Background: an optimization exercise with open tools, aiming at small area, a short achievable clock period and few clock cycles per item. Do not read the settings as production practice.
Only simulation tests tie the RTL to the original design; equivalence was not proved.
No activity file was given, so power comes from the tool's default toggle rates.

==> flow/design.v <==
module dffhr (d, r, clk, q);
  parameter WIDTH = 1;
  input 			r;
  input 			clk;
  input 	[WIDTH-1:0] 	d;
  output 	[WIDTH-1:0] 	q;
  reg 		[WIDTH-1:0] 	q;
  always @ (posedge clk) 
    if ( r ) 
      q <= {WIDTH{1'b0}};
    else
      q <= d;
endmodule  
module sha1_round (cv_in, w, round, cv_out);
   input [159:0] cv_in;
   input [31:0]  w;
   input [6:0]   round;
   output [159:0] cv_out;
   reg [31:0]     k;
   reg [31:0]     f;
   wire [31:0]    a_shift;
   wire [31:0]    b_shift;
   wire [31:0]    add_result;
   wire [31:0]    a = cv_in[159:128];
   wire [31:0]    b = cv_in[127:96];
   wire [31:0]    c = cv_in[95:64];
   wire [31:0]    d = cv_in[63:32];
   wire [31:0]    e = cv_in[31:0];
   always @(round)
     begin
        k = 32'd0;
        if ((round >= 7'd0) && (round <= 7'd19))
          k = 32'h5A827999;
        if ((round >= 7'd20) && (round <= 7'd39))
          k = 32'h6ED9EBA1;
        if ((round >= 7'd40) && (round <= 7'd59))
          k = 32'h8F1BBCDC;
        if ((round >= 7'd60) && (round <= 7'd79))
          k = 32'hCA62C1D6;
     end  
   always @(round or b or c or d)
     begin
        f = 32'd0;
        if ((round >= 7'd0) && (round <= 7'd19))
          f = ((b & c) | (~b & d));
        if ((round >= 7'd20) && (round <= 7'd39))
          f = (b ^ c ^ d);
        if ((round >= 7'd40) && (round <= 7'd59))
          f = ((b & c) | (b & d) | (c & d));
        if ((round >= 7'd60) && (round <= 7'd79))
          f = (b ^ c ^ d);
     end  
   assign a_shift = {a[26:0], a[31:27]};
   assign b_shift = {b[1:0], b[31:2]};
   assign add_result = (a_shift + ((f + k) + (e + w)));
   assign cv_out = {add_result, a, b_shift, c, d};
endmodule  
module sha1_exec(clk, reset, start, data_in, load_in, cv, 
  use_prev_cv, busy, out_valid, cv_next);
   input clk, reset;     
   input start;
   input [31:0] data_in;
   input load_in;
   input [159:0] cv;
   input use_prev_cv;
   output        busy;
   output        out_valid;
   output [159:0] cv_next;  
   reg            busy;         
   reg            out_valid;    
   reg [6:0]      rnd_cnt_d;    
   wire [6:0]     rnd_cnt_q;    
   wire [159:0]   rnd_d;        
   wire [159:0]   rnd_q;
   wire [159:0]   sha1_round_wire;   
   wire [159:0]   cv_d;         
   wire [159:0]   cv_q;         
   wire [159:0]   cv_next_d;    
   wire [159:0]   cv_next_q;
   parameter      IDLE = 2'b00;
   parameter      CALC = 2'b01;
   parameter      VALID_OUT = 2'b10;
   parameter      VALID_OUT2 = 2'b11;
   wire [1:0]     state; 
   reg [1:0]      next_state;
   wire [511:0]   w_d;
   wire [511:0]   w_q;
   wire [511:0]   w_temp;
   wire [31:0]    w;    
   wire [31:0]    w_gen_temp = w_temp[511:480] ^ w_temp[447:416] ^ 
                  w_temp[255:224] ^ w_temp[95:64];  
   wire [31:0]    w_gen = {w_gen_temp[30:0], w_gen_temp[31]};
   assign         w_d = ((load_in == 1'b1) ? w_temp :
                  ((rnd_cnt_q < 7'd15) ? w_temp : 
                  {w_gen, w_temp[479:0]}));
   assign w_temp = (state == CALC) ? {w_q[479:0], w_q[511:480]} : 
     ((load_in == 1'b1) ? {w_q[479:0], data_in} : w_q);
   assign w = w_q[511:480];
   sha1_round sha1_round(.cv_in(rnd_q), .w(w), .round(rnd_cnt_q),
                           .cv_out(sha1_round_wire));
   assign         rnd_d = ((state == CALC) ? sha1_round_wire : 
     (use_prev_cv == 1'b1) ? cv_next_q : cv);
   assign         cv_d = ((state == CALC) ? cv_q : 
     (use_prev_cv == 1'b1) ? cv_next_q : cv);
   assign         cv_next_d = (state == VALID_OUT) ? 
                                ({cv_q[159:128] + rnd_q[159:128],
                                  cv_q[127:96] + rnd_q[127:96],
                                  cv_q[95:64] + rnd_q[95:64],
                                  cv_q[63:32] + rnd_q[63:32],
                                  cv_q[31:0] + rnd_q[31:0]}) :
                                  (cv_next_q);
   assign         cv_next = cv_next_q;
   always @(state or start or rnd_cnt_q)
     begin
        out_valid = 1'b0;       
        busy = 1'b0;
        rnd_cnt_d = 7'b0000000;
        case (state)
          IDLE : begin
             out_valid = 1'b0;
             rnd_cnt_d = 7'b0000000;
             if (start) begin
                busy = 1'b1;
                next_state = CALC;
             end
             else begin
                busy = 1'b1;
                next_state = IDLE;
             end
          end  
          CALC : begin
             busy = 1'b1;
             out_valid = 1'b0;
             if (start) begin
                next_state = IDLE;
                rnd_cnt_d = 7'd0000000;
             end
             else if (rnd_cnt_q == 7'd79) begin
                next_state = VALID_OUT;
                rnd_cnt_d = 7'd0000000;
             end
             else begin
                next_state = CALC;
                rnd_cnt_d = rnd_cnt_q + 7'd0000001;
             end
          end  
          VALID_OUT : begin
             busy = 1'b1;
             out_valid = 1'b0;       
             if (start) begin
                next_state = IDLE;
                rnd_cnt_d = 7'd0000000;
             end else begin
                next_state = VALID_OUT2;
             end
          end     
          VALID_OUT2 : begin
             busy = 1'b0;
             out_valid = 1'b1;
             if (start) begin
                next_state = CALC;
             end
             else begin
                next_state = IDLE;
             end
          end
          default : begin
             next_state = IDLE;
          end
        endcase
     end          
   dffhr #(7) rnd_cnt_reg (.d(rnd_cnt_d), .q(rnd_cnt_q),
                           .clk(clk), .r(reset));
   dffhr #(2) state_reg (.d(next_state), .q(state), 
                         .clk(clk), .r(reset)); 
   dffhr #(512) w_reg (.d(w_d), .q(w_q), .clk(clk), .r(reset));
   dffhr #(160) cv_reg (.d(cv_d), .q(cv_q), .clk(clk), .r(reset));
   dffhr #(160) rnd_reg (.d(rnd_d), .q(rnd_q), .clk(clk), .r(reset));
   dffhr #(160) cv_next_reg (.d(cv_next_d), .q(cv_next_q),
                             .clk(clk), .r(reset));   
endmodule  
==> flow/run.sh <==
#!/bin/bash
# synth_recipe.tcl (not shown) runs the flow's synth.tcl, then flattens the netlist and writes it again
# the make line also repeats each setting of config.mk as NAME=value (left out here)
make -C /OpenROAD-flow-scripts/flow DESIGN_CONFIG=/design/flow/config.mk WORK_HOME=/design/flow/orfs CLKGATE_MAP_FILE= SYNTH_SCRIPT=/design/flow/synth_recipe.tcl finish
==> flow/config.mk <==
export PLATFORM = sky130hd
export DESIGN_NAME = sha1_exec
export DESIGN_NICKNAME = sha1_exec
export VERILOG_FILES = /design/flow/design.v
export SDC_FILE = /design/flow/constraint.sdc
export NUM_CORES = 4
export LEC_CHECK = 0
export CAP_MARGIN = 20
export CORE_MARGIN = 2
export CORE_UTILIZATION = 40
export SLEW_MARGIN = 20
==> flow/constraint.sdc <==
create_clock -name core_clock -period 8.0 [get_ports {clk}]
set_input_delay 1.6000 -clock core_clock [delete_from_list [all_inputs] [get_ports {clk}]]
set_output_delay 1.6000 -clock core_clock [all_outputs]
set_load 0.01 [all_outputs]
==> results.txt <==
status = finished clean
xor-xnor portion of the synthesized cell area = 5.15%
Cell variety after synth = 89
Fin Setup TNS = 0 ns
hold violation total from the final report = 0
Worst Slack Setup Final = 1.18 ns
vias in the first global route = 40200
Synth Area in Compound Gates = 19.5%
worst-margin pin slew = 1.14 ns
worst endpoint required time = 8.55 ns
first-pass GRT wire length = 245 mm
layout cells sized above 1 = 6.21%
dominant synthesized flop cell = dfxtp_1
Slew headroom = 24.2%
Overall Global Routing Usage = 24.3%
Syn Inst Count = 6234
Post-synth EDFFs = 0
crit path DAT = 7.37 ns
vias per std cell = 5.27
Final Skew = 0.0418 ns
Remaining Overflow, GRT = 0
synth warn = 6
final wirelength = 164 mm
Hold-fix buffers, CTS = 0
DP Worst Slack = 1.20 ns
critical setup path kind = reg2reg
die height = 362 um
Post-synth ARST share = 0%
Clock Pin Slew Worst Setup and Hold Paths = 0.06 ns
Pwr Density = 212 mW/mm^2
mapped cell area = 0.0512 mm^2
vias = 42900
max-slew violations = 0
critical path fanouts, max = 18
Tmin final = 6.82 ns
Sinks on Clock Net = 1001
DRT antenna net count = 0
largest family of logic cells by synthesized area = compound AO/OA/AOI/OAI gates
final setup fails = 0
clk root buf = clkbuf_16
Post-Synth Simple-Gate Area = 15.1%
Yosys reg bits = 1001
CTS-repair resized insts = 0
area growth from synthesis to layout = 16.4%
crit end category = flop
die area = 0.131 mm^2
Synth Net Count = 6753
worst vdd ir = 0.178 mV
Hold WC Path Type = reg2reg
placed instance count = 7937
Final GP Congestion = 0.949
WHS Endpoint = w_reg.q[402]
Initial Util = 40.2%
clock insertion delay at the later pin of the skew report = 0.71 ns
Die W = 362 um
# DRC = 0
DR iter-0 viols = 3536
CTS tree = yes
Worst Hold Launch = w_reg.q[370]
maximum clock rate = 0.147 GHz
post-synthesis mux area share = 5.50%
P_leak = 0.0234 uW
drt first pass iters = 6
clk buf depth = 3
Hold Crit Depth = 2
R2R depth = 23
Core Rows = 131
Mean Syn Cell Area = 8.21 um^2
post-synthesis sequential area ratio = 39.1%
core box area = 0.127 mm^2
routed length per placed instance = 20.1 um
Max-Cap Viols = 0
largest net degree at the start of global routing = 219
Finished Layout Cells = 8137
FF-to-FF setup slack = 1.18 ns
Setup crit start kind = flop
adder-cell share of the synthesized area = 9.72%
Layout Utilization = 46.8%
RSZ-0062 raised after global routing = no
period utilisation layout = 85.3%
I/O Pins = 359
Port Buf Inserts = 358
Setup Fix Bufs, Post-CTS = 0
H-Tree Depth = 3
nets = 6905
worst r2r src = rnd_cnt_reg.q[2]
hpwl dp = 120 mm
RR Endpoint = rnd_reg.q[157]
PnR Total Power = 12600 uW
TritonCTS Buffers = 109
initial antenna violation count = 9
layout by cell type (no fill, tap or decap), types with 29 or more instances in the layout:
cell	count
mux2i_1	127
xor2_1	117
o21bai_1	155
ha_1	194
a21o_1	56
mux2_2	137
a311oi_1	36
nor2b_1	60
o21ai_0	167
nor3_1	67
a21oi_1	989
dfxtp_1	1001
o21a_1	31
nor2_1	385
a211oi_1	71
xnor2_1	184
buf_4	29
nand3_1	37
nand2_1	1148
clkbuf_16	111
inv_1	442
fa_1	126
or3_1	35
clkdlybuf4s50_1	355
flip-flops by register name, indices dropped and copies added (netlist names):
register	flops
w_reg.q	512
cv_next_reg.q	160
cv_reg.q	160
rnd_reg.q	160
rnd_cnt_reg.q	7
state_reg.q	2
layout make-up:
class	instances	area, um^2
antenna	2	5.00
clock buffer	157	3200
clock inverter	41	420
fill	12500	67700
inverter	444	1670
multi-input combinational	4433	28200
sequential	1001	20000
tap	1662	2080
timing repair buffer	397	4000
cell usage after synthesis (all sizes together) (11+ instances only):
library cell  number  share of area [%]
o21ai            182                1.8
nand3             37               0.36
xor2             117                2.0
a21o              59               0.87
mux2             137                3.0
dfxtp           1001                 39
a31oi             25               0.32
a211oi            73                1.1
buf               35               0.27
a311oi            36               0.62
nor2b             60               0.73
o211ai            21               0.32
o31ai             16               0.25
clkbuf           321                2.4
nand4             14               0.17
and4              11               0.19
nand2           1148                8.4
ha               196                4.8
xnor2            184                3.1
fa               126                4.9
and3              22               0.27
or3               35               0.43
nand2b            24               0.29
o21bai           155                2.3
a21oi            990                9.7
nor2             388                2.8
a221o             12               0.23
nor3              68               0.67
o21a              31               0.45
inv              442                3.2
mux2i            127                2.5
logic make-up after synthesis:
| family | Yosys count |
|---|---|
| muxes | 264 |
| AOI/OAI and AO/OA | 1691 |
| adders and majority gates | 322 |
| DFF | 1001 |
| xor gates and xnor gates | 301 |
| and+or+nand+nor | 1855 |
| buffers and inverters | 800 |
worst max path at each step:
stage | start | end | slack (ns) | cells past startpoint
6_report | rnd_cnt_reg.q[2] | rnd_reg.q[157] | 1.18 | 23
5_1_grt | rnd_cnt_reg.q[2] | rnd_reg.q[159] | 0.68 | 23
4_1_cts | rnd_cnt_reg.q[2] | rnd_reg.q[157] | 1.17 | 23
3_5_place_dp | rnd_cnt_reg.q[2] | rnd_reg.q[157] | 1.20 | 23
3_3_place_gp | rnd_cnt_reg.q[0] | rnd_reg.q[157] | 1.33 | 22
2_1_floorplan | rnd_cnt_reg.q[0] | rnd_reg.q[157] | 2.38 | 22
per-stage QoR:
step                instance area [um^2]  hold slack [ns]
floorplan                          51200            0.431
global placement                   56000            0.438
detailed placement                 56000            0.443
CTS                                59600            0.445
global route                       59600            0.462
finish                             59600            0.442
power breakdown:
| group | total [uW] | leakage [uW] | internal, uW | switching, uW |
|---|---|---|---|---|
| combinational | 2180 | 0.0135 | 840 | 1340 |
| sequential | 5380 | 0.00813 | 5150 | 237 |
| clock | 5080 | 0.00176 | 2940 | 2140 |
worst max-delay path, stage by stage (launching register included):
cell      delay [ns]
dfxtp_1         0.48
nand3_1         0.19
o211ai_1        0.18
o21ai_0         0.10
nand2_1         0.29
nand2b_1        0.58
buf_4           0.39
a222oi_1        0.68
fa_1            0.55
inv_1           0.08
fa_1            0.40
inv_1           0.08
fa_1            0.15
inv_1           0.04
ha_1            0.38
and3_1          0.22
o31ai_1         0.25
a22oi_1         0.15
or3_1           0.31
or3_1           0.33
and3_1          0.21
or4_1           0.40
nand3_1         0.10
a21oi_1         0.08
layer usage:
metal	vias to the layer above	track usage (%)	routed length [um]
li1	21300	-	-
met5	-	0	43
met1	20300	31.1	71500
met4	6	10.0	7120
met3	277	3.28	7360
met2	982	41.0	77800
Testbench counts, summed over its fixed seeds: cycles 37,256, blocks 384.

[static timing again, ports no longer ideal]
The flow's constraints put no driver on any port. The routed layout listed below was extracted and timed again, unchanged, in two steps. Step 1 sets driving cells, clkbuf_16 on the clock port and buf_2 on the other inputs (assumed; they add their load-dependent delay and slew). Step 2 times the ports against the registers' clock, not the clock port: input delays grow and output delays shrink by t, the midpoint of the rising clock arrivals with the driver on. Slacks: no drivers / after step 1 / after step 2; pairs: no drivers / after step 1.
t, ns: 0.767
slack for setup (ns): 1.180 / 1.180 / 1.180
worst hold slack (ns): 0.442 / 0.442 / 0.442
slew at the worst register clock pin (ns): 0.06 / 0.06
worst data-port slew with drivers (ns): 0.12
After both steps this run still meets setup and hold. For this run, drivers alone change the setup slack by 0.000 ns; drivers and shift together by 0.000 ns.
